Source: an optimization exercise on an open RTL-to-GDS flow (aim: small area, a short achievable clock period and few clock cycles per item). Production flows keep margins and buffers that such runs may drop. No run shown here included a check of the RTL's function; only the layout flow was run.

<file path="design/flow/design.v">
module FA (input a, input b, input c, output s, output co);
    assign s = a ^ b ^ c;
    assign co = (a & b) | (c & (a ^ b));
endmodule
module HA (input a, input b, output s, output co);
    assign s = a ^ b;
    assign co = a & b;
endmodule
module GPI (input a, input b, output ng, output np);
    assign ng = ~(a & b);
    assign np = ~(a | b);
endmodule
module MGI (input gh, input ph, input gl, input pl, output g, output p);
    assign g = ~(gh & (ph | gl));
    assign p = ~(ph | pl);
endmodule
module MGP (input gh, input ph, input gl, input pl, output g, output p);
    assign g = ~(gh | (ph & gl));
    assign p = ~(ph & pl);
endmodule
module INV2 (input g, input p, output gn, output pn);
    assign gn = ~g;
    assign pn = ~p;
endmodule
module CSELN (input s, input a, input b, output yn);
    assign yn = ~(s ? a : b);
endmodule
module CrossProduct (input [10:0] ax,
                     input [10:0] ay,
                     input [10:0] bx,
                     input [10:0] by,
                     input [9:0] nax,
                     input [9:0] nby,
                     output npos);
    wire [9:0] na = nax, nb = nby, mc = ay[9:0], md = bx[9:0];
    wire n1 = ax[10] ^ by[10];    
    wire n2 = ay[10] ^ bx[10];    
    wire x, pa, pb;
    assign pa = n1 ? (n2 & ~x) : (n2 | x);
    assign pb = n1 ? (n2 & x) : (n2 | ~x);
    wire p1, q2, p3, q4, p5, q6, p7, q8, p9, q10, p11, q12, p13, q14, p15, q16;
    wire p17, q18, p19, q20, p21, q22, p23, q24, p25, q26, p27, q28, p29, q30, p31, q32;
    wire p33, q34, p35, q36, p37, q38, p39, q40, p41, q42, p43, q44, p45, q46, p47, q48;
    wire p49, q50, p51, q52, p53, q54, p55, q56, p57, q58, p59, q60, p61, q62, p63, q64;
    wire p65, q66, p67, q68, p69, q70, p71, q72, p73, q74, p75, q76, p77, q78, p79, q80;
    wire p81, q82, p83, q84, p85, q86, p87, q88, p89, q90, p91, q92, p93, q94, p95, q96;
    wire p97, q98, p99, q100, p101, q102, p103, q104, p105, q106, p107, q108, p109, q110, p111, q112;
    wire p113, q114, p115, q116, p117, q118, p119, q120, p121, q122, p123, q124, p125, q126, p127, q128;
    wire p129, q130, p131, q132, p133, q134, p135, q136, p137, q138, p139, q140, p141, q142, p143, q144;
    wire p145, q146, p147, q148, p149, q150, p151, q152, p153, q154, p155, q156, p157, q158, p159, q160;
    wire p161, q162, p163, q164, p165, q166, p167, q168, p169, q170, p171, q172, p173, q174, p175, q176;
    wire p177, q178, p179, q180, p181, q182, p183, q184, p185, q186, p187, q188, p189, q190, p191, q192;
    wire p193, q194, p195, q196, p197, q198, p199, q200, s201, c202, s203, c204, s205, c206, s207, c208;
    wire s209, c210, s211, c212, s213, c214, s215, c216, s217, c218, s219, c220, s221, c222, s223, c224;
    wire s225, c226, s227, c228, s229, c230, s231, c232, s233, c234, s235, c236, s237, c238, s239, c240;
    wire s241, c242, s243, c244, s245, c246, s247, c248, s249, c250, s251, c252, s253, c254, s255, c256;
    wire s257, c258, s259, c260, s261, c262, s263, c264, s265, c266, s267, c268, s269, c270, s271, c272;
    wire s273, c274, s275, c276, s277, c278, s279, c280, s281, c282, s283, c284, s285, c286, s287, c288;
    wire s289, c290, s291, c292, s293, c294, s295, c296, s297, c298, s299, c300, s301, c302, s303, c304;
    wire s305, c306, s307, c308, s309, c310, s311, c312, s313, c314, s315, c316, s317, c318, s319, c320;
    wire s321, c322, s323, c324, s325, c326, s327, c328, s329, c330, s331, c332, s333, c334, s335, c336;
    wire s337, c338, s339, c340, s341, c342, s343, c344, s345, c346, s347, c348, s349, c350, s351, c352;
    wire s353, c354, s355, c356, s357, c358, s359, c360, s361, c362, s363, c364, s365, c366, s367, c368;
    wire s369, c370, s371, c372, s373, c374, s375, c376, s377, c378, s379, c380, s381, c382, s383, c384;
    wire s385, c386, s387, c388, s389, c390, s391, c392, s393, c394, s395, c396, s397, c398, s399, c400;
    wire s401, c402, s403, c404, s405, c406, s407, c408, s409, c410, s411, c412, s413, c414, s415, c416;
    wire s417, c418, s419, c420, s421, c422, s423, c424, s425, c426, s427, c428, s429, c430, s431, c432;
    wire s433, c434, s435, c436, s437, c438, s439, c440, s441, c442, s443, c444, s445, c446, s447, c448;
    wire s449, c450, s451, c452, s453, c454, s455, c456, s457, c458, s459, c460, s461, c462, s463, c464;
    wire s465, c466, s467, c468, s469, c470, s471, c472, s473, c474, s475, c476, s477, c478, s479, c480;
    wire s481, c482, s483, c484, s485, c486, s487, c488, s489, c490, s491, c492, s493, c494, s495, c496;
    wire s497, c498, s499, c500, s501, c502, s503, c504, s505, c506, s507, c508, s509, c510, s511, c512;
    wire s513, c514, s515, c516, s517, c518, s519, c520, s521, c522, s523, c524, s525, c526, s527, c528;
    wire s529, c530, s531, c532, s533, c534, s535, c536, s537, c538, s539, c540, s541, c542, s543, c544;
    wire s545, c546, s547, c548, s549, c550, s551, c552, s553, c554, s555, c556, s557, c558, s559, c560;
    wire s561, c562, s563, c564, g565, t566, g567, t568, g569, t570, g571, t572, g573, t574, g575, t576;
    wire g577, t578, g579, t580, g581, t582, g583, t584, g585, t586, g587, t588, g589, t590, g591, t592;
    wire g593, t594, g595, t596, g597, t598, g599, t600, g601, t602, g603, t604, G605, P606, G607, P608;
    wire G609, P610, G611, P612, G613, P614, G615, P616, G617, P618, G619, P620, G621, P622, G623, P624;
    wire G625, P626, G627, P628, G629, P630, G631, P632, G633, P634, G635, P636, G637, P638, G639, P640;
    wire G641, P642, G643, P644, G645, P646;
    assign p1 = ~(na[0] | nb[0]);
    assign q2 = ~(mc[0] & md[0]);
    assign p3 = ~(na[0] | nb[1]);
    assign q4 = ~(mc[0] & md[1]);
    assign p5 = ~(na[0] | nb[2]);
    assign q6 = ~(mc[0] & md[2]);
    assign p7 = ~(na[0] | nb[3]);
    assign q8 = ~(mc[0] & md[3]);
    assign p9 = ~(na[0] | nb[4]);
    assign q10 = ~(mc[0] & md[4]);
    assign p11 = ~(na[0] | nb[5]);
    assign q12 = ~(mc[0] & md[5]);
    assign p13 = ~(na[0] | nb[6]);
    assign q14 = ~(mc[0] & md[6]);
    assign p15 = ~(na[0] | nb[7]);
    assign q16 = ~(mc[0] & md[7]);
    assign p17 = ~(na[0] | nb[8]);
    assign q18 = ~(mc[0] & md[8]);
    assign p19 = ~(na[0] | nb[9]);
    assign q20 = ~(mc[0] & md[9]);
    assign p21 = ~(na[1] | nb[0]);
    assign q22 = ~(mc[1] & md[0]);
    assign p23 = ~(na[1] | nb[1]);
    assign q24 = ~(mc[1] & md[1]);
    assign p25 = ~(na[1] | nb[2]);
    assign q26 = ~(mc[1] & md[2]);
    assign p27 = ~(na[1] | nb[3]);
    assign q28 = ~(mc[1] & md[3]);
    assign p29 = ~(na[1] | nb[4]);
    assign q30 = ~(mc[1] & md[4]);
    assign p31 = ~(na[1] | nb[5]);
    assign q32 = ~(mc[1] & md[5]);
    assign p33 = ~(na[1] | nb[6]);
    assign q34 = ~(mc[1] & md[6]);
    assign p35 = ~(na[1] | nb[7]);
    assign q36 = ~(mc[1] & md[7]);
    assign p37 = ~(na[1] | nb[8]);
    assign q38 = ~(mc[1] & md[8]);
    assign p39 = ~(na[1] | nb[9]);
    assign q40 = ~(mc[1] & md[9]);
    assign p41 = ~(na[2] | nb[0]);
    assign q42 = ~(mc[2] & md[0]);
    assign p43 = ~(na[2] | nb[1]);
    assign q44 = ~(mc[2] & md[1]);
    assign p45 = ~(na[2] | nb[2]);
    assign q46 = ~(mc[2] & md[2]);
    assign p47 = ~(na[2] | nb[3]);
    assign q48 = ~(mc[2] & md[3]);
    assign p49 = ~(na[2] | nb[4]);
    assign q50 = ~(mc[2] & md[4]);
    assign p51 = ~(na[2] | nb[5]);
    assign q52 = ~(mc[2] & md[5]);
    assign p53 = ~(na[2] | nb[6]);
    assign q54 = ~(mc[2] & md[6]);
    assign p55 = ~(na[2] | nb[7]);
    assign q56 = ~(mc[2] & md[7]);
    assign p57 = ~(na[2] | nb[8]);
    assign q58 = ~(mc[2] & md[8]);
    assign p59 = ~(na[2] | nb[9]);
    assign q60 = ~(mc[2] & md[9]);
    assign p61 = ~(na[3] | nb[0]);
    assign q62 = ~(mc[3] & md[0]);
    assign p63 = ~(na[3] | nb[1]);
    assign q64 = ~(mc[3] & md[1]);
    assign p65 = ~(na[3] | nb[2]);
    assign q66 = ~(mc[3] & md[2]);
    assign p67 = ~(na[3] | nb[3]);
    assign q68 = ~(mc[3] & md[3]);
    assign p69 = ~(na[3] | nb[4]);
    assign q70 = ~(mc[3] & md[4]);
    assign p71 = ~(na[3] | nb[5]);
    assign q72 = ~(mc[3] & md[5]);
    assign p73 = ~(na[3] | nb[6]);
    assign q74 = ~(mc[3] & md[6]);
    assign p75 = ~(na[3] | nb[7]);
    assign q76 = ~(mc[3] & md[7]);
    assign p77 = ~(na[3] | nb[8]);
    assign q78 = ~(mc[3] & md[8]);
    assign p79 = ~(na[3] | nb[9]);
    assign q80 = ~(mc[3] & md[9]);
    assign p81 = ~(na[4] | nb[0]);
    assign q82 = ~(mc[4] & md[0]);
    assign p83 = ~(na[4] | nb[1]);
    assign q84 = ~(mc[4] & md[1]);
    assign p85 = ~(na[4] | nb[2]);
    assign q86 = ~(mc[4] & md[2]);
    assign p87 = ~(na[4] | nb[3]);
    assign q88 = ~(mc[4] & md[3]);
    assign p89 = ~(na[4] | nb[4]);
    assign q90 = ~(mc[4] & md[4]);
    assign p91 = ~(na[4] | nb[5]);
    assign q92 = ~(mc[4] & md[5]);
    assign p93 = ~(na[4] | nb[6]);
    assign q94 = ~(mc[4] & md[6]);
    assign p95 = ~(na[4] | nb[7]);
    assign q96 = ~(mc[4] & md[7]);
    assign p97 = ~(na[4] | nb[8]);
    assign q98 = ~(mc[4] & md[8]);
    assign p99 = ~(na[4] | nb[9]);
    assign q100 = ~(mc[4] & md[9]);
    assign p101 = ~(na[5] | nb[0]);
    assign q102 = ~(mc[5] & md[0]);
    assign p103 = ~(na[5] | nb[1]);
    assign q104 = ~(mc[5] & md[1]);
    assign p105 = ~(na[5] | nb[2]);
    assign q106 = ~(mc[5] & md[2]);
    assign p107 = ~(na[5] | nb[3]);
    assign q108 = ~(mc[5] & md[3]);
    assign p109 = ~(na[5] | nb[4]);
    assign q110 = ~(mc[5] & md[4]);
    assign p111 = ~(na[5] | nb[5]);
    assign q112 = ~(mc[5] & md[5]);
    assign p113 = ~(na[5] | nb[6]);
    assign q114 = ~(mc[5] & md[6]);
    assign p115 = ~(na[5] | nb[7]);
    assign q116 = ~(mc[5] & md[7]);
    assign p117 = ~(na[5] | nb[8]);
    assign q118 = ~(mc[5] & md[8]);
    assign p119 = ~(na[5] | nb[9]);
    assign q120 = ~(mc[5] & md[9]);
    assign p121 = ~(na[6] | nb[0]);
    assign q122 = ~(mc[6] & md[0]);
    assign p123 = ~(na[6] | nb[1]);
    assign q124 = ~(mc[6] & md[1]);
    assign p125 = ~(na[6] | nb[2]);
    assign q126 = ~(mc[6] & md[2]);
    assign p127 = ~(na[6] | nb[3]);
    assign q128 = ~(mc[6] & md[3]);
    assign p129 = ~(na[6] | nb[4]);
    assign q130 = ~(mc[6] & md[4]);
    assign p131 = ~(na[6] | nb[5]);
    assign q132 = ~(mc[6] & md[5]);
    assign p133 = ~(na[6] | nb[6]);
    assign q134 = ~(mc[6] & md[6]);
    assign p135 = ~(na[6] | nb[7]);
    assign q136 = ~(mc[6] & md[7]);
    assign p137 = ~(na[6] | nb[8]);
    assign q138 = ~(mc[6] & md[8]);
    assign p139 = ~(na[6] | nb[9]);
    assign q140 = ~(mc[6] & md[9]);
    assign p141 = ~(na[7] | nb[0]);
    assign q142 = ~(mc[7] & md[0]);
    assign p143 = ~(na[7] | nb[1]);
    assign q144 = ~(mc[7] & md[1]);
    assign p145 = ~(na[7] | nb[2]);
    assign q146 = ~(mc[7] & md[2]);
    assign p147 = ~(na[7] | nb[3]);
    assign q148 = ~(mc[7] & md[3]);
    assign p149 = ~(na[7] | nb[4]);
    assign q150 = ~(mc[7] & md[4]);
    assign p151 = ~(na[7] | nb[5]);
    assign q152 = ~(mc[7] & md[5]);
    assign p153 = ~(na[7] | nb[6]);
    assign q154 = ~(mc[7] & md[6]);
    assign p155 = ~(na[7] | nb[7]);
    assign q156 = ~(mc[7] & md[7]);
    assign p157 = ~(na[7] | nb[8]);
    assign q158 = ~(mc[7] & md[8]);
    assign p159 = ~(na[7] | nb[9]);
    assign q160 = ~(mc[7] & md[9]);
    assign p161 = ~(na[8] | nb[0]);
    assign q162 = ~(mc[8] & md[0]);
    assign p163 = ~(na[8] | nb[1]);
    assign q164 = ~(mc[8] & md[1]);
    assign p165 = ~(na[8] | nb[2]);
    assign q166 = ~(mc[8] & md[2]);
    assign p167 = ~(na[8] | nb[3]);
    assign q168 = ~(mc[8] & md[3]);
    assign p169 = ~(na[8] | nb[4]);
    assign q170 = ~(mc[8] & md[4]);
    assign p171 = ~(na[8] | nb[5]);
    assign q172 = ~(mc[8] & md[5]);
    assign p173 = ~(na[8] | nb[6]);
    assign q174 = ~(mc[8] & md[6]);
    assign p175 = ~(na[8] | nb[7]);
    assign q176 = ~(mc[8] & md[7]);
    assign p177 = ~(na[8] | nb[8]);
    assign q178 = ~(mc[8] & md[8]);
    assign p179 = ~(na[8] | nb[9]);
    assign q180 = ~(mc[8] & md[9]);
    assign p181 = ~(na[9] | nb[0]);
    assign q182 = ~(mc[9] & md[0]);
    assign p183 = ~(na[9] | nb[1]);
    assign q184 = ~(mc[9] & md[1]);
    assign p185 = ~(na[9] | nb[2]);
    assign q186 = ~(mc[9] & md[2]);
    assign p187 = ~(na[9] | nb[3]);
    assign q188 = ~(mc[9] & md[3]);
    assign p189 = ~(na[9] | nb[4]);
    assign q190 = ~(mc[9] & md[4]);
    assign p191 = ~(na[9] | nb[5]);
    assign q192 = ~(mc[9] & md[5]);
    assign p193 = ~(na[9] | nb[6]);
    assign q194 = ~(mc[9] & md[6]);
    assign p195 = ~(na[9] | nb[7]);
    assign q196 = ~(mc[9] & md[7]);
    assign p197 = ~(na[9] | nb[8]);
    assign q198 = ~(mc[9] & md[8]);
    assign p199 = ~(na[9] | nb[9]);
    assign q200 = ~(mc[9] & md[9]);
    assign s201 = ~(q20 ^ q38);
    assign c202 = q20 | q38;
    assign s203 = ~q40;
    assign c204 = q40;
    assign s205 = ~(q14 ^ q32);
    assign c206 = q14 | q32;
    assign s207 = ~(q16 ^ q34);
    assign c208 = q16 | q34;
    FA fs209 (.a(q52), .b(q70), .c(q88), .s(s209), .co(c210));
    HA hs211 (.a(q106), .b(q124), .s(s211), .co(c212));
    assign s213 = ~(q18 ^ q36);
    assign c214 = q18 | q36;
    FA fs215 (.a(q54), .b(q72), .c(q90), .s(s215), .co(c216));
    FA fs217 (.a(q108), .b(q126), .c(q144), .s(s217), .co(c218));
    FA fs219 (.a(q162), .b(p17), .c(p35), .s(s219), .co(c220));
    HA hs221 (.a(p53), .b(p71), .s(s221), .co(c222));
    FA fs223 (.a(q56), .b(q74), .c(q92), .s(s223), .co(c224));
    FA fs225 (.a(q110), .b(q128), .c(q146), .s(s225), .co(c226));
    FA fs227 (.a(q164), .b(q182), .c(p19), .s(s227), .co(c228));
    FA fs229 (.a(p37), .b(p55), .c(p73), .s(s229), .co(c230));
    FA fs231 (.a(p91), .b(p109), .c(p127), .s(s231), .co(c232));
    HA hs233 (.a(p145), .b(p163), .s(s233), .co(c234));
    FA fs235 (.a(q58), .b(q76), .c(q94), .s(s235), .co(c236));
    FA fs237 (.a(q112), .b(q130), .c(q148), .s(s237), .co(c238));
    FA fs239 (.a(q166), .b(q184), .c(p39), .s(s239), .co(c240));
    FA fs241 (.a(p57), .b(p75), .c(p93), .s(s241), .co(c242));
    FA fs243 (.a(p111), .b(p129), .c(p147), .s(s243), .co(c244));
    FA fs245 (.a(p165), .b(p183), .c(s203), .s(s245), .co(c246));
    FA fs247 (.a(q60), .b(q78), .c(q96), .s(s247), .co(c248));
    FA fs249 (.a(q114), .b(q132), .c(q150), .s(s249), .co(c250));
    FA fs251 (.a(q168), .b(q186), .c(p59), .s(s251), .co(c252));
    FA fs253 (.a(p77), .b(p95), .c(p113), .s(s253), .co(c254));
    FA fs255 (.a(p131), .b(p149), .c(p167), .s(s255), .co(c256));
    FA fs257 (.a(q80), .b(q98), .c(q116), .s(s257), .co(c258));
    FA fs259 (.a(q134), .b(q152), .c(q170), .s(s259), .co(c260));
    FA fs261 (.a(q188), .b(p79), .c(p97), .s(s261), .co(c262));
    FA fs263 (.a(q100), .b(q118), .c(q136), .s(s263), .co(c264));
    assign s265 = ~(q10 ^ q28);
    assign c266 = q10 | q28;
    assign s267 = ~(q12 ^ q30);
    assign c268 = q12 | q30;
    FA fs269 (.a(q48), .b(q66), .c(q84), .s(s269), .co(c270));
    HA hs271 (.a(q102), .b(p11), .s(s271), .co(c272));
    FA fs273 (.a(q50), .b(q68), .c(q86), .s(s273), .co(c274));
    FA fs275 (.a(q104), .b(q122), .c(p13), .s(s275), .co(c276));
    FA fs277 (.a(p31), .b(p49), .c(p67), .s(s277), .co(c278));
    HA hs279 (.a(p85), .b(p103), .s(s279), .co(c280));
    FA fs281 (.a(q142), .b(p15), .c(p33), .s(s281), .co(c282));
    FA fs283 (.a(p51), .b(p69), .c(p87), .s(s283), .co(c284));
    FA fs285 (.a(p105), .b(p123), .c(p141), .s(s285), .co(c286));
    FA fs287 (.a(s211), .b(c206), .c(s207), .s(s287), .co(c288));
    FA fs289 (.a(p89), .b(p107), .c(p125), .s(s289), .co(c290));
    FA fs291 (.a(p143), .b(p161), .c(c212), .s(s291), .co(c292));
    FA fs293 (.a(c208), .b(c210), .c(s221), .s(s293), .co(c294));
    FA fs295 (.a(s213), .b(s215), .c(s217), .s(s295), .co(c296));
    FA fs297 (.a(p181), .b(c222), .c(c214), .s(s297), .co(c298));
    FA fs299 (.a(c216), .b(c218), .c(s233), .s(s299), .co(c300));
    FA fs301 (.a(s223), .b(s225), .c(s201), .s(s301), .co(c302));
    FA fs303 (.a(c220), .b(s227), .c(s229), .s(s303), .co(c304));
    FA fs305 (.a(c234), .b(c202), .c(c224), .s(s305), .co(c306));
    FA fs307 (.a(c226), .b(s235), .c(s237), .s(s307), .co(c308));
    FA fs309 (.a(c228), .b(c230), .c(c232), .s(s309), .co(c310));
    FA fs311 (.a(s239), .b(s241), .c(s243), .s(s311), .co(c312));
    FA fs313 (.a(p185), .b(c204), .c(c236), .s(s313), .co(c314));
    FA fs315 (.a(c238), .b(s247), .c(s249), .s(s315), .co(c316));
    FA fs317 (.a(c240), .b(c242), .c(c244), .s(s317), .co(c318));
    FA fs319 (.a(s251), .b(s253), .c(s255), .s(s319), .co(c320));
    FA fs321 (.a(p115), .b(p133), .c(p151), .s(s321), .co(c322));
    FA fs323 (.a(p169), .b(p187), .c(c248), .s(s323), .co(c324));
    FA fs325 (.a(c250), .b(s257), .c(s259), .s(s325), .co(c326));
    FA fs327 (.a(c252), .b(c254), .c(c256), .s(s327), .co(c328));
    FA fs329 (.a(q154), .b(q172), .c(q190), .s(s329), .co(c330));
    FA fs331 (.a(p99), .b(p117), .c(p135), .s(s331), .co(c332));
    FA fs333 (.a(p153), .b(p171), .c(p189), .s(s333), .co(c334));
    FA fs335 (.a(c258), .b(c260), .c(s263), .s(s335), .co(c336));
    FA fs337 (.a(q120), .b(q138), .c(q156), .s(s337), .co(c338));
    FA fs339 (.a(q174), .b(q192), .c(p119), .s(s339), .co(c340));
    FA fs341 (.a(p137), .b(p155), .c(p173), .s(s341), .co(c342));
    FA fs343 (.a(q140), .b(q158), .c(q176), .s(s343), .co(c344));
    assign s345 = ~q6;
    assign c346 = q6;
    assign s347 = ~(q8 ^ q26);
    assign c348 = q8 | q26;
    FA fs349 (.a(q44), .b(q62), .c(p7), .s(s349), .co(c350));
    FA fs351 (.a(q46), .b(q64), .c(q82), .s(s351), .co(c352));
    FA fs353 (.a(p9), .b(p27), .c(p45), .s(s353), .co(c354));
    HA hs355 (.a(p63), .b(p81), .s(s355), .co(c356));
    FA fs357 (.a(p29), .b(p47), .c(p65), .s(s357), .co(c358));
    FA fs359 (.a(p83), .b(p101), .c(c266), .s(s359), .co(c360));
    FA fs361 (.a(s271), .b(s267), .c(s269), .s(s361), .co(c362));
    FA fs363 (.a(p121), .b(c272), .c(c268), .s(s363), .co(c364));
    FA fs365 (.a(c270), .b(s279), .c(s273), .s(s365), .co(c366));
    FA fs367 (.a(s205), .b(s275), .c(s277), .s(s367), .co(c368));
    FA fs369 (.a(c280), .b(c274), .c(s209), .s(s369), .co(c370));
    FA fs371 (.a(c276), .b(c278), .c(s281), .s(s371), .co(c372));
    FA fs373 (.a(s283), .b(s285), .c(s287), .s(s373), .co(c374));
    FA fs375 (.a(c282), .b(c284), .c(c286), .s(s375), .co(c376));
    FA fs377 (.a(s289), .b(s219), .c(s291), .s(s377), .co(c378));
    FA fs379 (.a(c288), .b(s293), .c(s295), .s(s379), .co(c380));
    FA fs381 (.a(c290), .b(s231), .c(c292), .s(s381), .co(c382));
    FA fs383 (.a(c294), .b(s297), .c(c296), .s(s383), .co(c384));
    FA fs385 (.a(s299), .b(s301), .c(s303), .s(s385), .co(c386));
    FA fs387 (.a(s245), .b(c298), .c(c300), .s(s387), .co(c388));
    FA fs389 (.a(s305), .b(c302), .c(s307), .s(s389), .co(c390));
    FA fs391 (.a(s309), .b(c304), .c(s311), .s(s391), .co(c392));
    FA fs393 (.a(c246), .b(c306), .c(s313), .s(s393), .co(c394));
    FA fs395 (.a(c308), .b(c310), .c(s315), .s(s395), .co(c396));
    FA fs397 (.a(s317), .b(c312), .c(s319), .s(s397), .co(c398));
    FA fs399 (.a(s321), .b(s261), .c(c314), .s(s399), .co(c400));
    FA fs401 (.a(s323), .b(c316), .c(c318), .s(s401), .co(c402));
    FA fs403 (.a(s325), .b(s327), .c(c320), .s(s403), .co(c404));
    FA fs405 (.a(s329), .b(c262), .c(c322), .s(s405), .co(c406));
    FA fs407 (.a(s331), .b(s333), .c(c324), .s(s407), .co(c408));
    FA fs409 (.a(c326), .b(c328), .c(s335), .s(s409), .co(c410));
    FA fs411 (.a(p191), .b(c264), .c(c330), .s(s411), .co(c412));
    FA fs413 (.a(s337), .b(c332), .c(c334), .s(s413), .co(c414));
    FA fs415 (.a(s339), .b(s341), .c(c336), .s(s415), .co(c416));
    FA fs417 (.a(q194), .b(p139), .c(p157), .s(s417), .co(c418));
    FA fs419 (.a(p175), .b(p193), .c(c338), .s(s419), .co(c420));
    FA fs421 (.a(s343), .b(c340), .c(c342), .s(s421), .co(c422));
    FA fs423 (.a(q160), .b(q178), .c(q196), .s(s423), .co(c424));
    FA fs425 (.a(p159), .b(p177), .c(p195), .s(s425), .co(c426));
    assign s427 = ~q4;
    assign c428 = q4;
    FA fs429 (.a(q24), .b(q42), .c(p5), .s(s429), .co(c430));
    HA hs431 (.a(p23), .b(p41), .s(s431), .co(c432));
    FA fs433 (.a(p25), .b(p43), .c(p61), .s(s433), .co(c434));
    FA fs435 (.a(c346), .b(s347), .c(s349), .s(s435), .co(c436));
    FA fs437 (.a(c348), .b(s355), .c(s351), .s(s437), .co(c438));
    FA fs439 (.a(s265), .b(c350), .c(s353), .s(s439), .co(c440));
    FA fs441 (.a(c356), .b(c352), .c(c354), .s(s441), .co(c442));
    FA fs443 (.a(s357), .b(s359), .c(s361), .s(s443), .co(c444));
    FA fs445 (.a(c358), .b(c360), .c(s363), .s(s445), .co(c446));
    FA fs447 (.a(c362), .b(s365), .c(s367), .s(s447), .co(c448));
    FA fs449 (.a(c364), .b(c366), .c(s369), .s(s449), .co(c450));
    FA fs451 (.a(c368), .b(s371), .c(s373), .s(s451), .co(c452));
    FA fs453 (.a(c370), .b(s375), .c(c372), .s(s453), .co(c454));
    FA fs455 (.a(s377), .b(c374), .c(s379), .s(s455), .co(c456));
    FA fs457 (.a(c376), .b(s381), .c(c378), .s(s457), .co(c458));
    FA fs459 (.a(s383), .b(c380), .c(s385), .s(s459), .co(c460));
    FA fs461 (.a(c382), .b(c384), .c(s387), .s(s461), .co(c462));
    FA fs463 (.a(s389), .b(c386), .c(s391), .s(s463), .co(c464));
    FA fs465 (.a(c388), .b(s393), .c(c390), .s(s465), .co(c466));
    FA fs467 (.a(s395), .b(c392), .c(s397), .s(s467), .co(c468));
    FA fs469 (.a(s399), .b(c394), .c(c396), .s(s469), .co(c470));
    FA fs471 (.a(s401), .b(s403), .c(c398), .s(s471), .co(c472));
    FA fs473 (.a(s405), .b(c400), .c(s407), .s(s473), .co(c474));
    FA fs475 (.a(c402), .b(c404), .c(s409), .s(s475), .co(c476));
    FA fs477 (.a(s411), .b(c406), .c(s413), .s(s477), .co(c478));
    FA fs479 (.a(c408), .b(s415), .c(c410), .s(s479), .co(c480));
    FA fs481 (.a(s417), .b(c412), .c(s419), .s(s481), .co(c482));
    FA fs483 (.a(c414), .b(s421), .c(c416), .s(s483), .co(c484));
    FA fs485 (.a(c344), .b(s423), .c(c418), .s(s485), .co(c486));
    FA fs487 (.a(s425), .b(c420), .c(c422), .s(s487), .co(c488));
    FA fs489 (.a(q180), .b(q198), .c(p179), .s(s489), .co(c490));
    FA fs491 (.a(p197), .b(c424), .c(c426), .s(s491), .co(c492));
    HA hs493 (.a(q22), .b(p3), .s(s493), .co(c494));
    FA fs495 (.a(c428), .b(s345), .c(s431), .s(s495), .co(c496));
    FA fs497 (.a(c432), .b(c430), .c(s433), .s(s497), .co(c498));
    FA fs499 (.a(c434), .b(s437), .c(c436), .s(s499), .co(c500));
    FA fs501 (.a(c438), .b(s441), .c(c440), .s(s501), .co(c502));
    FA fs503 (.a(c442), .b(s445), .c(c444), .s(s503), .co(c504));
    FA fs505 (.a(c446), .b(s449), .c(c448), .s(s505), .co(c506));
    FA fs507 (.a(c450), .b(s453), .c(c452), .s(s507), .co(c508));
    FA fs509 (.a(c454), .b(s457), .c(c456), .s(s509), .co(c510));
    FA fs511 (.a(c458), .b(s461), .c(c460), .s(s511), .co(c512));
    FA fs513 (.a(c462), .b(s465), .c(c464), .s(s513), .co(c514));
    FA fs515 (.a(c466), .b(s469), .c(s471), .s(s515), .co(c516));
    FA fs517 (.a(s473), .b(c470), .c(c472), .s(s517), .co(c518));
    FA fs519 (.a(s477), .b(c474), .c(s479), .s(s519), .co(c520));
    FA fs521 (.a(s481), .b(c478), .c(s483), .s(s521), .co(c522));
    FA fs523 (.a(s485), .b(c482), .c(s487), .s(s523), .co(c524));
    FA fs525 (.a(s489), .b(c486), .c(s491), .s(s525), .co(c526));
    FA fs527 (.a(q200), .b(p199), .c(c490), .s(s527), .co(c528));
    HA hs529 (.a(p21), .b(s427), .s(s529), .co(c530));
    FA fs531 (.a(c494), .b(s429), .c(s495), .s(s531), .co(c532));
    FA fs533 (.a(c496), .b(s497), .c(s435), .s(s533), .co(c534));
    FA fs535 (.a(c498), .b(s439), .c(s499), .s(s535), .co(c536));
    FA fs537 (.a(c500), .b(s443), .c(s501), .s(s537), .co(c538));
    FA fs539 (.a(c502), .b(s447), .c(s503), .s(s539), .co(c540));
    FA fs541 (.a(c504), .b(s451), .c(s505), .s(s541), .co(c542));
    FA fs543 (.a(c506), .b(s455), .c(s507), .s(s543), .co(c544));
    FA fs545 (.a(s459), .b(c508), .c(s509), .s(s545), .co(c546));
    FA fs547 (.a(s463), .b(c510), .c(s511), .s(s547), .co(c548));
    FA fs549 (.a(s467), .b(c512), .c(s513), .s(s549), .co(c550));
    FA fs551 (.a(c468), .b(c514), .c(s515), .s(s551), .co(c552));
    FA fs553 (.a(s475), .b(s517), .c(c516), .s(s553), .co(c554));
    FA fs555 (.a(c476), .b(c518), .c(s519), .s(s555), .co(c556));
    FA fs557 (.a(c480), .b(s521), .c(c520), .s(s557), .co(c558));
    FA fs559 (.a(c484), .b(s523), .c(c522), .s(s559), .co(c560));
    FA fs561 (.a(c488), .b(s525), .c(c524), .s(s561), .co(c562));
    FA fs563 (.a(c492), .b(s527), .c(c526), .s(s563), .co(c564));
    GPI ug565 (.a(q2), .b(p1), .ng(g565), .np(t566));
    GPI ug567 (.a(s493), .b(s529), .ng(g567), .np(t568));
    GPI ug569 (.a(c530), .b(s531), .ng(g569), .np(t570));
    GPI ug571 (.a(c532), .b(s533), .ng(g571), .np(t572));
    GPI ug573 (.a(c534), .b(s535), .ng(g573), .np(t574));
    GPI ug575 (.a(c536), .b(s537), .ng(g575), .np(t576));
    GPI ug577 (.a(c538), .b(s539), .ng(g577), .np(t578));
    GPI ug579 (.a(c540), .b(s541), .ng(g579), .np(t580));
    GPI ug581 (.a(c542), .b(s543), .ng(g581), .np(t582));
    GPI ug583 (.a(c544), .b(s545), .ng(g583), .np(t584));
    GPI ug585 (.a(c546), .b(s547), .ng(g585), .np(t586));
    GPI ug587 (.a(c548), .b(s549), .ng(g587), .np(t588));
    GPI ug589 (.a(c550), .b(s551), .ng(g589), .np(t590));
    GPI ug591 (.a(s553), .b(c552), .ng(g591), .np(t592));
    GPI ug593 (.a(c554), .b(s555), .ng(g593), .np(t594));
    GPI ug595 (.a(s557), .b(c556), .ng(g595), .np(t596));
    GPI ug597 (.a(s559), .b(c558), .ng(g597), .np(t598));
    GPI ug599 (.a(s561), .b(c560), .ng(g599), .np(t600));
    GPI ug601 (.a(s563), .b(c562), .ng(g601), .np(t602));
    GPI ug603 (.a(c528), .b(c564), .ng(g603), .np(t604));
    MGI mG605 (.gh(g603), .ph(t604), .gl(g601), .pl(t602), .g(G605), .p(P606));
    MGI mG607 (.gh(g599), .ph(t600), .gl(g597), .pl(t598), .g(G607), .p(P608));
    MGI mG609 (.gh(g595), .ph(t596), .gl(g593), .pl(t594), .g(G609), .p(P610));
    MGI mG611 (.gh(g591), .ph(t592), .gl(g589), .pl(t590), .g(G611), .p(P612));
    MGI mG613 (.gh(g587), .ph(t588), .gl(g585), .pl(t586), .g(G613), .p(P614));
    MGI mG615 (.gh(g583), .ph(t584), .gl(g581), .pl(t582), .g(G615), .p(P616));
    MGI mG617 (.gh(g579), .ph(t580), .gl(g577), .pl(t578), .g(G617), .p(P618));
    MGI mG619 (.gh(g575), .ph(t576), .gl(g573), .pl(t574), .g(G619), .p(P620));
    MGI mG621 (.gh(g571), .ph(t572), .gl(g569), .pl(t570), .g(G621), .p(P622));
    MGI mG623 (.gh(g567), .ph(t568), .gl(g565), .pl(t566), .g(G623), .p(P624));
    MGP mG625 (.gh(G605), .ph(P606), .gl(G607), .pl(P608), .g(G625), .p(P626));
    MGP mG627 (.gh(G609), .ph(P610), .gl(G611), .pl(P612), .g(G627), .p(P628));
    MGP mG629 (.gh(G613), .ph(P614), .gl(G615), .pl(P616), .g(G629), .p(P630));
    MGP mG631 (.gh(G617), .ph(P618), .gl(G619), .pl(P620), .g(G631), .p(P632));
    MGP mG633 (.gh(G621), .ph(P622), .gl(G623), .pl(P624), .g(G633), .p(P634));
    MGI mG635 (.gh(G625), .ph(P626), .gl(G627), .pl(P628), .g(G635), .p(P636));
    MGI mG637 (.gh(G629), .ph(P630), .gl(G631), .pl(P632), .g(G637), .p(P638));
    INV2 iG639 (.g(G633), .p(P634), .gn(G639), .pn(P640));
    MGP mG641 (.gh(G635), .ph(P636), .gl(G637), .pl(P638), .g(G641), .p(P642));
    INV2 iG643 (.g(G639), .p(P640), .gn(G643), .pn(P644));
    MGI mG645 (.gh(G641), .ph(P642), .gl(G643), .pl(P644), .g(G645), .p(P646));
    assign x = 1'b1;
    CSELN usel (.s(G645), .a(pa), .b(pb), .yn(npos));
endmodule
module geofence (clk,
                 reset,
                 X,
                 Y,
                 valid,
                 is_inside);
    input clk;
    input reset;
    input [9:0] X;
    input [9:0] Y;
    output valid;
    output is_inside;
    reg [3:0] cnt;
    reg [9:0] px, py;
    reg [10:0] ux, sx, sy, ex, ey;        
    reg uys;                              
    reg [9:0] uyn;                        
    wire [10:0] uy = {uys, ~uyn};
    reg ins, vld;
    wire ncs, nce;
    wire cs = ~ncs, ce = ~nce;
    wire [9:0] nsx = ~sx[9:0], nex = ~ex[9:0], nuy = uyn;
    CrossProduct C0 (.ax(sx), .ay(sy), .bx(ux), .by(uy), .nax(nsx), .nby(nuy), .npos(ncs));
    CrossProduct C1 (.ax(ex), .ay(ey), .bx(ux), .by(uy), .nax(nex), .nby(nuy), .npos(nce));
    assign valid = vld;
    assign is_inside = ins;
    always @(posedge clk or posedge reset) begin
        if (reset) begin
            cnt <= 4'd0;
            vld <= 1'b0;
        end else begin
            cnt <= (cnt == 4'd8) ? 4'd0 : cnt + 4'd1;
            vld <= (cnt == 4'd7);
        end
    end
    wire [10:0] dx = {1'b0, X} - {1'b0, px};
    wire [10:0] dy = {1'b0, Y} - {1'b0, py};
    wire [9:0] lx, ly;    
    assign lx[0] = 1'b0;
    assign ly[0] = 1'b0;
    genvar j;
    generate
        for (j = 1; j < 10; j = j + 1) begin : neg
            assign lx[j] = lx[j-1] | dx[j-1];
            assign ly[j] = ly[j-1] | dy[j-1];
        end
    endgenerate
    wire [9:0] mx = dx[9:0] ^ ({10{dx[10]}} & lx);
    wire [9:0] my = dy[9:0] ^ ({10{dy[10]}} & ly);
    wire place = cnt >= 4'd3 && cnt <= 4'd7;
    always @(posedge clk) begin
        if (cnt == 4'd0) begin
            px <= X;
            py <= Y;
        end
        ux <= {dx[10], mx};
        uys <= dy[10];
        uyn <= ~my;
        if (cnt == 4'd2 || (place && !cs && !ce)) begin
            sx <= ux;
            sy <= uy;
        end
        if (cnt == 4'd2 || (place && cs && ce)) begin
            ex <= ux;
            ey <= uy;
        end
        if (cnt == 4'd2)
            ins <= 1'b0;
        else if (place && !cs && ce)
            ins <= 1'b1;
    end
endmodule
</file>
<file path="design/flow/run.sh">
#!/bin/bash
# synth_recipe.tcl (not shown) runs the flow's synth.tcl, then flattens the netlist and writes it again
# the make line also repeats each setting of config.mk as NAME=value (left out here)
make -C /OpenROAD-flow-scripts/flow DESIGN_CONFIG=/design/flow/config.mk WORK_HOME=/design/flow/orfs CLKGATE_MAP_FILE= SYNTH_SCRIPT=/design/flow/synth_recipe.tcl finish
</file>
<file path="design/flow/constraint.sdc">
create_clock -name core_clock -period 7.5 [get_ports {clk}]
set_input_delay 1.5000 -clock core_clock [delete_from_list [all_inputs] [get_ports {clk}]]
set_output_delay 1.5000 -clock core_clock [all_outputs]
set_load 0.01 [all_outputs]
</file>
<file path="design/flow/config.mk">
export PLATFORM = sky130hd
export DESIGN_NAME = geofence
export DESIGN_NICKNAME = geofence
export VERILOG_FILES = /design/flow/design.v
export SDC_FILE = /design/flow/constraint.sdc
export NUM_CORES = 4
export LEC_CHECK = 0
export CAP_MARGIN = 20
export CORE_MARGIN = 2
export CORE_UTILIZATION = 40
export CTS_BUF_LIST = sky130_fd_sc_hd__clkbuf_4 sky130_fd_sc_hd__clkbuf_8
export SETUP_SLACK_MARGIN = 1.25
export SLEW_MARGIN = 20
export SYNTH_HIERARCHICAL = 1
export SYNTH_MINIMUM_KEEP_SIZE = 0
</file>
==> results.txt, run 1 <==
- Status: complete, no violations
- Core footprint: 0.0353 mm^2
- Maxcap violations: 0
- Fin crit period: 5.95 ns
- Iteration-0 DRC count of the detailed router: 631
- Total CTS buffers: 9
- CP cell instances: buf_4 -> nor2_1 -> fa_1 -> fa_1 -> fa_1 -> fa_1 -> fa_1 -> fa_1 -> nor2_1 -> nor2_1 -> nand2_1 -> nor2_1 -> nand2_1 -> o21ai_2 -> mux2i_1 -> nor3_1 -> a21oi_1 -> nor2_2 -> buf_4
- Global-route wire length before repair: 54600 um
- Die Footprint: 0.0371 mm^2
- Final global-route overflow total: 0
- Clock root cell: clkbuf_8
- DP HPWL: 25800 um
- Total clock sinks: 92
- Final Skew: 0.0182 ns
- Routability cong.: 0.826
- CP Class: reg -> reg
- Slew Viols, Final: 0
- Worst hold start: cnt[0]$_DFF_PP0_
- Worst Hold Class: reg -> reg
- Ratio of cells with drive above 1 in the final layout: 8.11%
- Port Buffers: 23
- Pin count of the biggest net entering global routing: 25
- R2R setup slack: 1.55 ns
- WL final: 32600 um
- Final Hold Vio Count: 0
- Number of synthesis warnings: 7
- CP Data Required Time: 7.56 ns
- Fin crit share: 79.3%
- H-tree depth: 3
- Final setup viols: 0
- FF+latch area: 0.00253 mm^2
- Final nets: 1768
- R2R Path End: ex[0]$_DFFE_PP_
- Crit path max fanout: 22
- # DRC: 0
- Crit path arrival time: 6.01 ns
- Die Y: 193 um
- I/O Pins: 24
- Area Overhead vs Synth: 5.58%
- Initial Util: 40.3%
- Cell Area, Synth: 0.0142 mm^2
- Diodes inserted: 0
- Crit. path cell count: 19
- Slew headroom: 39.8%
- Largest stage delay on the critical path: 0.69 ns
- Hold Crit Depth: 1
- CP startpoint kind: flip-flop
- CP max-delay cell: dfxtp_2
- Avg WL per Cell: 17.8 um
- DR vias/cell: 5.12
- Setup TNS Final: 0 ns
- Delay-heaviest family, CP: adder cells
- Max frequency: 0.168 GHz
- Post-synthesis instance total: 1392
- Vias: 9373
- Cts hold-fix bufs: 0
- Fill cell count: 3369
- Most common cell type on the critical path: fa_1
- RSZ-0062 raised after global routing: no
- Die X: 193 um
- Setup crit end kind: flip-flop
- Routed Antenna Nets: 0
- Reg2Reg Depth: 19
- Clock Pin Slew Worst Setup and Hold Paths: 0.10 ns
- Number of global-route vias before repair: 10300
- Footprint of the multi-input gates: 0.0109 mm^2
- Syn Area/Cell: 10.2 um^2
- Hold Path Sink: cnt[0]$_DFF_PP0_
- Worst-Margin Slew: 0.903 ns
- Most frequent cells in the layout: fa_1, nor2_1, nand2_1
- Initial antenna violation count: 0
- RR Startpoint: uyn[4]$_DFF_P_
- CP bufs+invs: 2
- CTS tree: yes
- Floorplan row count: 69
- Syn_nets: 1797
- Initial DRT Pass Iterations: 5
- Max clock buf depth: 2
- Skew-Pair Late Insertion Delay: 0.38 ns
- Commonest non-fill, non-tap cell in the layout: fa_1
- Gr usage total: 19.3%
-- routing by layer --
layer	track usage, %	vias up	wire (um)
li1	-	4258	-
met1	26.2	4822	14100
met2	32.8	260	16300
met3	2.76	33	1670
met4	4.40	0	543
met5	0	-	0
-- worst max-delay path by stage --
stage	slack (ns)	to	start
detailed placement	1.21	ex[4]$_DFFE_PP_	uyn[4]$_DFF_P_
finish	1.55	ex[0]$_DFFE_PP_	uyn[4]$_DFF_P_
global route	1.25	ex[3]$_DFFE_PP_	uyn[4]$_DFF_P_
CTS	1.30	ex[3]$_DFFE_PP_	uyn[6]$_DFF_P_
global placement	1.24	ex[4]$_DFFE_PP_	uyn[4]$_DFF_P_
floorplan	1.76	ex[0]$_DFFE_PP_	ux[9]$_DFF_P_
-- registers in the layout, indices dropped and copies added (netlist names) --
signal / flops
uys: 1
cnt: 4
px: 10
ey: 11
vld: 1
sy: 11
ex: 11
sx: 11
ux: 11
ins: 1
py: 10
uyn: 10
-- layout make-up --
| class | instances | share of cell area (%) |
|---|---|---|
| clock buffers | 10 | 0.917 |
| well taps | 461 | 3.84 |
| repair buffers | 46 | 2.73 |
| multi-input cells | 1116 | 72.4 |
| clock inverters | 6 | 0.700 |
| flip-flops and latches | 92 | 16.9 |
| inverters | 98 | 2.55 |
-- metrics by stage --
| stage | hold slack (ns) | util (%) | cell area (um^2) | setup slack, ns | cells |
|---|---|---|---|---|---|
| 2_1_floorplan | 0.437 | - | 14200 | 1.76 | 1392 |
| 3_3_place_gp | 0.474 | 41.6 | 14700 | 1.24 | 1808 |
| 3_5_place_dp | 0.478 | 41.6 | 14700 | 1.21 | 1808 |
| 4_1_cts | 0.494 | 42.3 | 14900 | 1.30 | 1824 |
| 5_1_grt | 0.534 | 42.5 | 15000 | 1.25 | 1829 |
| 6_report | 0.493 | 42.5 | 15000 | 1.55 | 1829 |
-- timing repair --
item | CTS | global route
setup buffers | 0 | 5
cloned | 0 | 0
hold endpoints to repair | 0 | 0
setup endpoints to repair | 22 | 44
gates resized for setup | 7 | 17
==> inputs of run 2 (changes only) <==
--- a/design/flow/config.mk
+++ b/design/flow/config.mk
@@ -9,7 +9,7 @@
 export CORE_MARGIN = 2
 export CORE_UTILIZATION = 40
 export CTS_BUF_LIST = sky130_fd_sc_hd__clkbuf_4 sky130_fd_sc_hd__clkbuf_8
-export SETUP_SLACK_MARGIN = 1.25
+export SETUP_SLACK_MARGIN = 1.5
 export SLEW_MARGIN = 20
 export SYNTH_HIERARCHICAL = 1
 export SYNTH_MINIMUM_KEEP_SIZE = 0
==> run 2 against run 1 <==
  * Still clean on timing, DRC and antenna
  * Synthesized cell count unchanged
  * Clock-buffer cell count unchanged
  * Non-clock buffer count up 34
  * Sequential share of layout area down 0.29 points
  * Via count up 1.6%
  * Critical path depth down 2
  * Fmax up 4.1%
==> results.txt, run 2 <==
- Die Footprint: 0.0371 mm^2
- Non-filler cells, final: 1863
- Final Skew: 0.0187 ns
- H-tree depth: 3
- Post-synthesis instance total: 1392
- Vias: 9519
- Final WS setup: 1.79 ns
- Delay-heaviest family, CP: adder cells
- Die Y: 193 um
- Gr usage total: 19.3%
- Largest stage delay on the critical path: 0.65 ns
- Final setup viols: 0
- Status: complete, no violations
- WL final: 33000 um
- DR vias/cell: 5.11
- CTS tree: yes
- Pin count of the biggest net entering global routing: 25
- CP cell instances: nand2_1 -> fa_1 -> fa_1 -> fa_1 -> fa_1 -> fa_1 -> fa_1 -> nor2_1 -> nor2_1 -> nand2_1 -> nor2_1 -> nand2_1 -> o21ai_2 -> mux2i_1 -> nor3b_2 -> a22o_1 -> buf_6
- Port Buffers: 23
- I/O Pins: 24
- Dpl ws: 1.21 ns
- Die X: 193 um
- CP max-delay cell: edfxtp_1
- CP Class: reg -> reg
- Total CTS buffers: 9
- Diodes inserted: 0
- Initial DRT Pass Iterations: 5
- Global-route wire length before repair: 54600 um
- Maxcap violations: 0
- Slew Viols, Final: 0
- Cts hold-fix bufs: 0
- Number of global-route vias before repair: 10300
- Core footprint: 0.0353 mm^2
- Syn Area/Cell: 10.2 um^2
- Syn_nets: 1797
- Placed cell areas: 0.0147 mm^2
- Cell Area, Synth: 0.0142 mm^2
- Final nets: 1802
- Skew-Pair Late Insertion Delay: 0.38 ns
- CP bufs+invs: 1
- Max clock buf depth: 2
- Fin crit period: 5.71 ns
- Crit path max fanout: 22
- Setup TNS Final: 0 ns
- Ratio of cells with drive above 1 in the final layout: 10.9%
- Final design instance area without fill: 0.0153 mm^2
- Fin crit share: 76.2%
- Initial antenna violation count: 0
- Avg WL per Cell: 17.7 um
- DP HPWL: 25800 um
- CP Data Required Time: 7.58 ns
- Most common cell type on the critical path: fa_1
- Crit path arrival time: 5.79 ns
- Clock Pin Slew Worst Setup and Hold Paths: 0.10 ns
- CP startpoint kind: flip-flop
- Final global-route overflow total: 0
- Final Hold Vio Count: 0
- Clock root cell: clkbuf_8
- Placed insts: 1808
- # DRC: 0
- RSZ-0062 raised after global routing: no
- Commonest non-fill, non-tap cell in the layout: fa_1
- Most frequent cells in the layout: fa_1, nor2_1, nand2_1
- Floorplan row count: 69
- Slew headroom: 39.6%
- Iteration-0 DRC count of the detailed router: 627
- Number of synthesis warnings: 7
- Worst Hold Class: reg -> reg
- Total clock sinks: 92
- Setup crit end kind: flip-flop
- Routability cong.: 0.826
- Routed Antenna Nets: 0
- Max frequency: 0.175 GHz
- Area Overhead vs Synth: 7.78%
- Worst-Margin Slew: 0.906 ns
- Initial Util: 40.3%
run 2: stage by stage:
| stage | hold WS, ns | util (%) |
|---|---|---|
| 3_3_place_gp | 0.474 | 41.6 |
| 2_1_floorplan | 0.437 | - |
| 5_1_grt | 0.534 | 43.4 |
| 4_1_cts | 0.494 | 42.3 |
| 3_5_place_dp | 0.478 | 41.6 |
| 6_report | 0.494 | 43.4 |
run 2: final cells by class:
class / instances / area [um^2]
clock buffers: 10 / 138
clock inverters: 6 / 105
fillers: 3343 / 20000
inverters: 98 / 398
multi-input cells: 1116 / 10900
flip-flops and latches: 92 / 2540
well taps: 461 / 577
repair buffers: 80 / 681
run 2: repair_timing:
item,in CTS,in global routing
setup endpoints to repair,44,44
buffers inserted,0,39
resized for setup,14,26
run 2: path summary, 6_finish.rpt:
check | endpoint | slack, ns | start | depth (start not counted)
max in group asynchronous | cnt[2]$_DFF_PP0_ | 6.03 | reset | 2
min | cnt[0]$_DFF_PP0_ | 0.49 | cnt[0]$_DFF_PP0_ | 1
max | sy[1]$_DFFE_PP_ | 1.79 | sy[4]$_DFFE_PP_ | 17
max reg2reg | sy[1]$_DFFE_PP_ | 1.79 | sy[4]$_DFFE_PP_ | 17
min in group asynchronous | cnt[1]$_DFF_PP0_ | 1.30 | reset | 2
min reg2reg | cnt[0]$_DFF_PP0_ | 0.49 | cnt[0]$_DFF_PP0_ | 1
run 2: routing by layer:
metal	global-route usage (%)	vias up	share of wire (%)
met1	26.2	4885	43
met4	4.40	0	1.6
met2	32.8	272	50
li1	-	4328	-
met3	2.76	34	5.4
met5	0	-	0
==> inputs of run 3 (changes only) <==
--- a/design/flow/config.mk
+++ b/design/flow/config.mk
@@ -9,7 +9,7 @@
 export CORE_MARGIN = 2
 export CORE_UTILIZATION = 40
 export CTS_BUF_LIST = sky130_fd_sc_hd__clkbuf_4 sky130_fd_sc_hd__clkbuf_8
-export SETUP_SLACK_MARGIN = 1.5
+export SETUP_SLACK_MARGIN = 1.6
 export SLEW_MARGIN = 20
 export SYNTH_HIERARCHICAL = 1
 export SYNTH_MINIMUM_KEEP_SIZE = 0
==> run 3 against run 2 <==
  * Still clean on timing, DRC and antenna
  * Clock-buffer cell count is the same
  * Wire length is 0.25% higher
  * Global-route usage barely moved
  * Worst setup slack better by 0.042 ns
  * Clock skew barely moved
  * Worst hold slack hardly changed
  * Final area increased by 1.6%
  * Highest routed layer unchanged
==> results.txt, run 3 <==
- Final Hold Vio Count: 0
- Cts hold-fix bufs: 0
- Initial antenna violation count: 0
- Largest stage delay on the critical path: 0.65 ns
- Initial Util: 40.3%
- Port Buffers: 23
- Total clock sinks: 92
- Initial DRT Pass Iterations: 5
- Number of synthesis warnings: 7
- Syn_nets: 1797
- Clock Pin Slew Worst Setup and Hold Paths: 0.10 ns
- Maxcap violations: 0
- Crit path max fanout: 22
- Clock root cell: clkbuf_8
- Pin count of the biggest net entering global routing: 25
- DP HPWL: 25800 um
- Skew-Pair Late Insertion Delay: 0.38 ns
- Global-route wire length before repair: 54700 um
- Max frequency: 0.176 GHz
- Final nets: 1828
- Final Skew: 0.0189 ns
- Number of global-route vias before repair: 10300
- Ratio of cells with drive above 1 in the final layout: 13.0%
- CP max-delay cell: edfxtp_1
- Fin crit period: 5.67 ns
- Syn Area/Cell: 10.2 um^2
- WL final: 33100 um
- DR vias/cell: 5.09
- Cell Area, Synth: 0.0142 mm^2
- Die X: 193 um
- H-tree depth: 3
- Core footprint: 0.0353 mm^2
- Routability cong.: 0.826
- Floorplan row count: 69
- Die Footprint: 0.0371 mm^2
- I/O Pins: 24
- Setup TNS Final: 0 ns
- CP startpoint kind: flip-flop
- Slew headroom: 39.6%
- Iteration-0 DRC count of the detailed router: 579
- Post-synthesis instance total: 1392
- Gr usage total: 19.3%
- Vias: 9610
- Slew Viols, Final: 0
- Fin crit share: 75.6%
- Hold_ws: 0.494 ns
- CP cell instances: nand2_1 -> fa_1 -> fa_1 -> fa_1 -> fa_1 -> fa_1 -> fa_1 -> nor2_1 -> nor2_1 -> nand2_1 -> nor2_1 -> nand2_1 -> o21ai_2 -> mux2i_1 -> nor3b_2 -> a22o_1 -> buf_8
- Diodes inserted: 0
- Area Overhead vs Synth: 9.52%
- Crit path arrival time: 5.76 ns
- Die Y: 193 um
- RSZ-0062 raised after global routing: no
- Commonest non-fill, non-tap cell in the layout: fa_1
- # DRC: 0
- Worst Hold Class: reg -> reg
- CTS tree: yes
- Total CTS buffers: 9
- Worst-Margin Slew: 0.906 ns
- Most common cell type on the critical path: fa_1
- Final setup viols: 0
- Setup crit end kind: flip-flop
- Status: complete, no violations
- Most frequent cells in the layout: fa_1, nor2_1, nand2_1
- Avg WL per Cell: 17.5 um
- CP Data Required Time: 7.59 ns
- Final global-route overflow total: 0
- Max clock buf depth: 2
- CP Class: reg -> reg
- Routed Antenna Nets: 0
[run 3: critical path: cells and delay by family, from the launching register on]
kind	cells	cell delay [ns]
buffers and inverters	1	0.20
multiplexers	1	0.24
AND/OR/NAND/NOR	7	0.84
AO/OA/AOI/OAI	2	0.40
flip-flops	1	0.65
adder cells (fa/ha/maj)	6	3.04
[run 3: layout make-up]
class / count / area (um^2)
well taps: 461 / 577
multi-input cells: 1116 / 10900
fillers: 3327 / 19700
clock buffers: 10 / 138
clock inverters: 6 / 105
flip-flops and latches: 92 / 2550
inverters: 98 / 420
repair buffers: 106 / 892
[run 3: final timing paths]
check                                  from                to  depth (start not counted)  slack [ns]
setup reg to reg            sy[7]$_DFFE_PP_   sy[1]$_DFFE_PP_                         17        1.83
min in group asynchronous             reset  cnt[1]$_DFF_PP0_                          2        1.30
hold reg to reg            cnt[0]$_DFF_PP0_  cnt[0]$_DFF_PP0_                          1        0.49
hold / removal             cnt[0]$_DFF_PP0_  cnt[0]$_DFF_PP0_                          1        0.49
setup / recovery            sy[7]$_DFFE_PP_   sy[1]$_DFFE_PP_                         17        1.83
max in group asynchronous             reset  cnt[2]$_DFF_PP0_                          2        6.03
[run 3: layer usage]
metal	GRT usage, %	up-vias	routed length [um]
met1	26.2	4942	14200
met3	2.80	37	1730
met4	4.40	0	573
li1	-	4377	-
met2	32.8	254	16500
met5	0	-	0
[run 3: repair_timing]
item	4_1_cts	5_1_grt
gates cloned	0	0
pin swaps	0	0
gates resized for setup	25	28
endpoints found under the setup margin	44	44
buffers inserted	11	54
[run 3: metrics by stage]
stage                     std cells  worst slack (ns)  utilization (%)  instance area (um^2)
after floorplan                1392              1.76                -                 14200
after global placement         1808              1.24             41.6                 14700
after detailed placement       1808              1.21             41.6                 14700
after CTS                      1835              1.61             42.6                 15100
after global routing           1889              1.59             44.1                 15600
final                          1889              1.83             44.1                 15600
==> inputs of run 4 (changes only) <==
--- a/design/flow/config.mk
+++ b/design/flow/config.mk
@@ -9,7 +9,7 @@
 export CORE_MARGIN = 2
 export CORE_UTILIZATION = 40
 export CTS_BUF_LIST = sky130_fd_sc_hd__clkbuf_4 sky130_fd_sc_hd__clkbuf_8
-export SETUP_SLACK_MARGIN = 1.6
+export SETUP_SLACK_MARGIN = 1.75
 export SLEW_MARGIN = 20
 export SYNTH_HIERARCHICAL = 1
 export SYNTH_MINIMUM_KEEP_SIZE = 0
==> run 4 against run 3 <==
  * Wire length increased by 5.4%
  * Fmax grew 2.2%
  * Cell count rose by 2.3%
  * Non-clock buffer count up 43
  * Worst setup slack gained 0.12 ns
  * Global-route usage hardly changed
  * Area after synthesis unchanged
  * Critical path depth is 3 higher
  * Largest cell class unchanged
  * Highest routed layer unchanged
==> results.txt, run 4 <==
- Status: complete, no violations
- Vias: 9954
- Iteration-0 DRC count of the detailed router: 530
- Initial Util: 40.3%
- Diodes inserted: 0
- Final global-route overflow total: 0
- Floorplan row count: 69
- Final setup viols: 0
- CP Class: reg -> reg
- Routability cong.: 0.826
- Util after Layout: 45.9%
- Worst Hold Class: reg -> reg
- Setup crit end kind: flip-flop
- Skew-Pair Late Insertion Delay: 0.39 ns
- Crit path arrival time: 5.70 ns
- RSZ-0062 raised after global routing: yes
- Slew headroom: 39.7%
- Hold_ws: 0.494 ns
- Number of synthesis warnings: 7
- Initial DRT Pass Iterations: 5
- DR vias/cell: 5.15
- Area Overhead vs Synth: 14.0%
- Port Buffers: 23
- Setup TNS Final: 0 ns
- Avg WL per Cell: 18.0 um
- # DRC: 0
- Fin crit share: 73.9%
- Final Skew: 0.0198 ns
- Number of global-route vias before repair: 10400
- Crit path from: ey[4]$_DFFE_PP_
- I/O Pins: 24
- Post-synthesis instance total: 1392
- Max frequency: 0.180 GHz
- Final nets: 1871
- Maxcap violations: 0
- Syn Area/Cell: 10.2 um^2
- H-tree depth: 3
- Initial antenna violation count: 0
- Hold Crit Depth: 1
- Die Footprint: 0.0371 mm^2
- Worst hold start: cnt[0]$_DFF_PP0_
- Cell Area, Synth: 0.0142 mm^2
- Routed Antenna Nets: 0
- CTS tree: yes
- Crit path max fanout: 11
- Footprint of the multi-input gates: 0.0110 mm^2
- Final Hold Vio Count: 0
- R2R setup slack: 1.95 ns
- Fin crit period: 5.55 ns
- WL final: 34900 um
- Die Y: 193 um
- R2R Path End: ey[9]$_DFFE_PP_
- Global-route wire length before repair: 54800 um
- Fill cell count: 3264
- Final design instance area without fill: 0.0162 mm^2
- FF+latch area: 0.00257 mm^2
- Max clock buf depth: 2
- Clock Pin Slew Worst Setup and Hold Paths: 0.10 ns
- Most frequent cells in the layout: fa_1, nor2_1, nand2_1
- Worst-Margin Slew: 0.905 ns
- Syn_nets: 1797
- Reg2Reg Depth: 20
- CP Data Required Time: 7.65 ns
- Hold Path Sink: cnt[0]$_DFF_PP0_
- DP HPWL: 25800 um
- Core footprint: 0.0353 mm^2
- Clock root cell: clkbuf_8
- Total CTS buffers: 9
- Commonest non-fill, non-tap cell in the layout: fa_1
- Die X: 193 um
- Placed cell areas: 0.0147 mm^2
- Ratio of cells with drive above 1 in the final layout: 17.9%
- Slew Viols, Final: 0
- Pin count of the biggest net entering global routing: 25
- Gr usage total: 19.3%
- Total clock sinks: 92
- RR Startpoint: ey[4]$_DFFE_PP_
- CP startpoint kind: flip-flop
[run 4: critical path, cell delays in order (launching register included)]
cell and delay, ns:
edfxtp_1 0.37, buf_4 0.17, nand2_1 0.08, fa_1 0.42, fa_1 0.51, fa_1 0.44, fa_1 0.58, fa_1 0.44
fa_1 0.53, nor2_2 0.07, nor2_2 0.17, nand2_2 0.09, nor2_2 0.14, nand2_2 0.08, o21ai_4 0.28, mux2i_4 0.32
nor3_1 0.08, a21oi_1 0.14, nor2_2 0.05, buf_4 0.16, clkbuf_16 0.17
[run 4: repair_timing]
| item | CTS | global route |
|---|---|---|
| endpoints found under the setup margin | 45 | 44 |
| hold buffers | 0 | 0 |
| cloned | 0 | 5 |
| gates resized for setup | 38 | 71 |
| pin swaps | 0 | 11 |
| hold endpoints to repair | 0 | 0 |
| buffers inserted | 25 | 78 |
[run 4: through the flow]
step | worst slack, ns | std cells
2_1_floorplan | 1.76 | 1392
3_5_place_dp | 1.21 | 1808
3_3_place_gp | 1.24 | 1808
6_report | 1.95 | 1932
4_1_cts | 1.75 | 1849
5_1_grt | 1.71 | 1932
[run 4: how the worst max path moves through the flow]
stage	endpoint	slack, ns
2_1_floorplan	ex[0]$_DFFE_PP_	1.76
6_report	ey[9]$_DFFE_PP_	1.95
5_1_grt	sx[2]$_DFFE_PP_	1.71
3_3_place_gp	ex[4]$_DFFE_PP_	1.24
4_1_cts	ex[3]$_DFFE_PP_	1.75
3_5_place_dp	ex[4]$_DFFE_PP_	1.21
[run 4: area by class of cell]
type / count / area share, %
clock buffer: 10 / 0.850
clock inverter: 6 / 0.649
inverter: 98 / 2.69
multi-input combinational: 1116 / 67.7
sequential: 92 / 15.9
tap: 461 / 3.56
timing repair buffer: 149 / 8.71
[run 4: layer usage]
layer | vias up | share of wire, % | global-route usage (%)
met5 | - | 0 | 0
met3 | 55 | 6.5 | 2.91
li1 | 4473 | - | -
met1 | 5089 | 42 | 26.0
met2 | 337 | 49 | 32.8
met4 | 0 | 2.2 | 4.76

[static timing again, ports no longer ideal]
Ports are ideal in the flow. The routed layouts listed here were re-timed in OpenROAD.
Step 1 assumes that a clkbuf_16 drives the clock port and a buf_2 every other input.
Step 2 also shifts input and output timing later by t, the mid clock arrival at the registers, as if the neighbouring blocks saw the same clock.
Three values: ideal ports, drivers, drivers and shift; two values: the first two.
run	t, ns	setup slack, ns	hold WS [ns]	worst register clock-pin slew, ns	worst data-port slew with drivers (ns)
run 1	0.409	1.553 / 1.553 / 1.553	0.493 / 0.493 / 0.493	0.10 / 0.10	0.04
run 2	0.413	1.789 / 1.789 / 1.789	0.494 / 0.494 / 0.494	0.10 / 0.10	0.04
run 3	0.409	1.831 / 1.831 / 1.831	0.494 / 0.494 / 0.494	0.10 / 0.10	0.04
run 4	0.416	1.955 / 1.955 / 1.955	0.494 / 0.494 / 0.494	0.10 / 0.10	0.04
After both steps setup and hold are still met in every run listed.
